This design comes from an exercise in tuning for small area on the open sky130 flow, not from production work.
In this exercise RTL edits were held to simulation tests only and were not proved equivalent to the original.
Power figures rest on the tool's default switching activity, not on a simulated workload.

// counter
module counter
#(parameter xLen = 64)
(input  clk,
 input  start,
 input  reset,
 input  [xLen-1 : 0] init_val,
 input  init,
 input  return_current_count,
 output [xLen-1 : 0] current_count,
 output [xLen-1 : 0] debug_out,
 output count_valid,
 output count_valid_fsm
 );
Size in the first run: roughly 200 I/O pins.
clock: 4.0 ns
lec_check: 0
cap_margin: 0
core_margin: 2
core_utilization: 40
slew_margin: 0
standard.sh (not shown) runs the stock make flow with config.mk's settings and CLKGATE_MAP_FILE= SYNTH_SCRIPT=/design/flow/synth_recipe.tcl, a recipe that flattens the netlist after the stock synthesis.
==> flow/flow/run.sh <==
#!/bin/bash
# Standard ORFS layout with the smallest buffer on the ports and a small
# clock tree (clkbuf_4 only, no dummy loads).
export BUFFER_PORTS_ARGS="-buffer_cell sky130_fd_sc_hd__buf_1"
export CTS_ARGS="-sink_clustering_enable -repair_clock_nets -dont_use_dummy_load -buf_list sky130_fd_sc_hd__clkbuf_4 -sink_clustering_size 30 -sink_clustering_max_diameter 60"
bash standard.sh > standard.log 2>&1
The first run ran to the end with no violations.
Rerun with:
==> flow/flow/run.sh (replaced) <==
#!/bin/bash
# Standard ORFS layout with the smallest buffer on the ports and a small
# clock tree (clkbuf_4 only, no dummy loads).
export BUFFER_PORTS_ARGS="-buffer_cell sky130_fd_sc_hd__buf_1"
export CTS_ARGS="-sink_clustering_enable -repair_clock_nets -dont_use_dummy_load -buf_list {sky130_fd_sc_hd__clkbuf_4 sky130_fd_sc_hd__clkbuf_8} -sink_clustering_buffer sky130_fd_sc_hd__clkbuf_8 -sink_clustering_size 35 -sink_clustering_max_diameter 80 -sink_clustering_levels 1"
bash standard.sh > standard.log 2>&1
--- a/flow/config.mk
+++ b/flow/config.mk
@@ -6,6 +6,6 @@
 export NUM_CORES = 4
 export LEC_CHECK = 0
-export CAP_MARGIN = 0
+export CAP_MARGIN = 20
 export CORE_MARGIN = 2
 export CORE_UTILIZATION = 40
-export SLEW_MARGIN = 0
+export SLEW_MARGIN = 20
After rerunning: Non-clock buffer count does not change. Die area does not change. Global-route usage hardly moves. Hold slack is better by 0.099 ns. Area after synthesis stays the same. Cell count stays the same. Fmax goes up slightly. Register-to-register slack is better by 0.02 ns. Wire length is about the same.
Rerun with:
==> flow/flow/run.sh (replaced) <==
#!/bin/bash
# Standard ORFS layout with the smallest buffer on the ports and a small
# clock tree (clkbuf_4 only, no dummy loads).
export BUFFER_PORTS_ARGS="-buffer_cell sky130_fd_sc_hd__buf_1"
export CTS_ARGS="-sink_clustering_enable -repair_clock_nets -dont_use_dummy_load -buf_list sky130_fd_sc_hd__clkbuf_4 -sink_clustering_size 30 -sink_clustering_max_diameter 60"
bash standard.sh > standard.log 2>&1
Outcome: The new run passed the timing, DRC and antenna checks; global-route usage hardly moves; sequential share of layout area rose by 0.68 points; clock power is lower by 25%; die area stays the same; clock-buffer cell count stays the same; hold slack loses 0.099 ns; cell count is unchanged; total power drops by 5.0%; via count barely changes; worst setup slack is worse by 0.018 ns.

---

The RTL this note starts from:
==> flow/design.v <==
module counter
#(parameter xLen = 64)
(input  clk,
 input  start,
 input  reset,
 input  [xLen-1 : 0] init_val,
 input  init,
 input  return_current_count,
 output [xLen-1 : 0] current_count,
 output [xLen-1 : 0] debug_out,
 output count_valid,
 output count_valid_fsm
 );
reg [xLen-1 : 0] cnt;
reg [xLen-1 : 0] held;
reg return_current_count_reg;
reg init_reg;
reg start_reg;
reg count_valid_reg;
reg count_valid_fsm_reg;
reg [1:0] count_valid_timer;
reg [1:0] state, next_state;
localparam idle                = 2'b00;
localparam init_state          = 2'b01;
localparam count               = 2'b10;
localparam current_count_state = 2'b11;
reg cv_state, cv_next_state;
wire [xLen-1:0] carry;
wire cin = (state == count);
wire gc0 = cin;
wire ga0 = &cnt[7:0];
wire gc1 = gc0 & ga0;
assign carry[0] = gc0;
assign carry[1] = carry[0] & cnt[0];
assign carry[2] = carry[1] & cnt[1];
assign carry[3] = carry[2] & cnt[2];
assign carry[4] = carry[3] & cnt[3];
assign carry[5] = carry[4] & cnt[4];
assign carry[6] = carry[5] & cnt[5];
assign carry[7] = carry[6] & cnt[6];
wire ga1 = &cnt[15:8];
wire gc2 = gc1 & ga1;
assign carry[8] = gc1;
assign carry[9] = carry[8] & cnt[8];
assign carry[10] = carry[9] & cnt[9];
assign carry[11] = carry[10] & cnt[10];
assign carry[12] = carry[11] & cnt[11];
assign carry[13] = carry[12] & cnt[12];
assign carry[14] = carry[13] & cnt[13];
assign carry[15] = carry[14] & cnt[14];
wire ga2 = &cnt[23:16];
wire gc3 = gc2 & ga2;
assign carry[16] = gc2;
assign carry[17] = carry[16] & cnt[16];
assign carry[18] = carry[17] & cnt[17];
assign carry[19] = carry[18] & cnt[18];
assign carry[20] = carry[19] & cnt[19];
assign carry[21] = carry[20] & cnt[20];
assign carry[22] = carry[21] & cnt[21];
assign carry[23] = carry[22] & cnt[22];
wire ga3 = &cnt[31:24];
wire gc4 = gc3 & ga3;
assign carry[24] = gc3;
assign carry[25] = carry[24] & cnt[24];
assign carry[26] = carry[25] & cnt[25];
assign carry[27] = carry[26] & cnt[26];
assign carry[28] = carry[27] & cnt[27];
assign carry[29] = carry[28] & cnt[28];
assign carry[30] = carry[29] & cnt[29];
assign carry[31] = carry[30] & cnt[30];
wire ga4 = &cnt[39:32];
wire gc5 = gc4 & ga4;
assign carry[32] = gc4;
assign carry[33] = carry[32] & cnt[32];
assign carry[34] = carry[33] & cnt[33];
assign carry[35] = carry[34] & cnt[34];
assign carry[36] = carry[35] & cnt[35];
assign carry[37] = carry[36] & cnt[36];
assign carry[38] = carry[37] & cnt[37];
assign carry[39] = carry[38] & cnt[38];
wire ga5 = &cnt[47:40];
wire gc6 = gc5 & ga5;
assign carry[40] = gc5;
assign carry[41] = carry[40] & cnt[40];
assign carry[42] = carry[41] & cnt[41];
assign carry[43] = carry[42] & cnt[42];
assign carry[44] = carry[43] & cnt[43];
assign carry[45] = carry[44] & cnt[44];
assign carry[46] = carry[45] & cnt[45];
assign carry[47] = carry[46] & cnt[46];
wire ga6 = &cnt[55:48];
wire gc7 = gc6 & ga6;
assign carry[48] = gc6;
assign carry[49] = carry[48] & cnt[48];
assign carry[50] = carry[49] & cnt[49];
assign carry[51] = carry[50] & cnt[50];
assign carry[52] = carry[51] & cnt[51];
assign carry[53] = carry[52] & cnt[52];
assign carry[54] = carry[53] & cnt[53];
assign carry[55] = carry[54] & cnt[54];
wire ga7 = &cnt[63:56];
wire gc8 = gc7 & ga7;
assign carry[56] = gc7;
assign carry[57] = carry[56] & cnt[56];
assign carry[58] = carry[57] & cnt[57];
assign carry[59] = carry[58] & cnt[58];
assign carry[60] = carry[59] & cnt[59];
assign carry[61] = carry[60] & cnt[60];
assign carry[62] = carry[61] & cnt[61];
assign carry[63] = carry[62] & cnt[62];
wire capture = (state == idle) && init && !start_reg;
assign debug_out = state[1] ? cnt : held;
assign current_count = held;
assign count_valid = count_valid_reg;
assign count_valid_fsm = count_valid_fsm_reg;
always @(posedge clk, posedge reset) begin
    if (reset) begin
        state <= idle;
        cv_state <= 1'b0;
    end else begin
        state <= next_state;
        cv_state <= cv_next_state;
    end
end
always @(*) begin
    next_state = state;
    case (state)
        idle                : if (start_reg) next_state = count;
                              else if (init_reg) next_state = init_state;
        count               : if (return_current_count_reg) next_state = current_count_state;
        current_count_state : next_state = count;
        init_state          : next_state = idle;
    endcase
end
always @(*) begin
    cv_next_state = cv_state;
    if (!cv_state) begin
        if (next_state == current_count_state) cv_next_state = 1'b1;
    end else begin
        if (count_valid_timer == 2'd3) cv_next_state = 1'b0;
    end
end
always @(posedge clk) begin
    if (reset) begin
        return_current_count_reg <= 0;
        init_reg <= 0;
        start_reg <= 0;
        count_valid_fsm_reg <= 0;
    end else begin
        case (state)
            idle: if (init) init_reg <= 1'b1; else start_reg <= start;
            init_state: init_reg <= 1'b0;
            current_count_state: begin
                return_current_count_reg <= 1'b0;
                count_valid_fsm_reg <= 1'b1;
            end
            count: begin
                start_reg <= 1'b0;
                return_current_count_reg <= return_current_count;
                count_valid_fsm_reg <= 1'b0;
            end
        endcase
    end
end
always @(posedge clk, posedge reset) begin
    if (reset)
        cnt <= 0;
    else if (capture)
        cnt <= init_val;
    else
        cnt <= cnt ^ carry;
end
always @(posedge clk) begin
    if (state[0] || reset)
        held <= cnt;
end
always @(posedge clk) begin
    if (reset) begin
        count_valid_reg <= 0;
        count_valid_timer <= 0;
    end else if (cv_state) begin
        count_valid_reg <= 1;
        count_valid_timer <= count_valid_timer + 1'b1;
    end else begin
        count_valid_timer <= 0;
        count_valid_reg <= 0;
    end
end
endmodule
clock: 4.0 ns
lec_check: 0
cap_margin: 20
core_margin: 2
core_utilization: 70
slew_margin: 20
==> flow/flow/run.sh <==
#!/bin/bash
# Standard ORFS layout with the smallest buffer on the ports and a small
# clock tree (clkbuf_4 only, no dummy loads).
export BUFFER_PORTS_ARGS="-buffer_cell sky130_fd_sc_hd__buf_1"
export CTS_ARGS="-sink_clustering_enable -repair_clock_nets -dont_use_dummy_load -buf_list sky130_fd_sc_hd__clkbuf_4 -sink_clustering_size 30 -sink_clustering_max_diameter 60"
bash standard.sh > standard.log 2>&1
The first run completed without violations.
Change:
- CORE_UTILIZATION: 70 -> 40
Outcome:
- final area rises slightly
- synthesized cell count stays the same
- register-to-register slack improves by 0.097 ns
- wire length went up by roughly a tenth
- worst setup slack improves by 0.097 ns
- sequential power is about the same
- core utilization goes down by 36 points
- power barely changes
- final cell count goes up by about a fifth
- die area is higher by well over a third
- fmax climbs by a few percent

[what the ideal ports hide]
Ports are ideal in the flow. The routed layouts listed here were re-timed in OpenROAD.
Step 1, drivers: a clkbuf_16 drives clk and a buf_2 each remaining input, both assumed.
Step 2 times the ports against the registers' clock, not the clock port: input delays grow and output delays shrink by t, the midpoint of the rising clock arrivals with the driver on.
Slacks: ideal ports / drivers / drivers and shift; pairs: ideal ports / drivers.
run	shift t [ns]	setup WS [ns]	worst hold slack (ns)	pins driven straight from the clock port
the first run of note 1	0.549	0.270 / 0.270 / 0.270	0.141 / 0.131 / 0.511	1
the second run of note 1	0.465	0.287 / 0.287 / 0.287	0.240 / 0.228 / 0.501	1
the third run of note 1	0.549	0.270 / 0.270 / 0.270	0.141 / 0.131 / 0.511	1
the first run of note 2	0.526	0.687 / 0.687 / 0.687	0.457 / 0.457 / 0.457	1
the second run of note 2	0.557	0.784 / 0.784 / 0.784	0.432 / 0.432 / 0.432	1
After both steps every run listed still meets setup and hold.
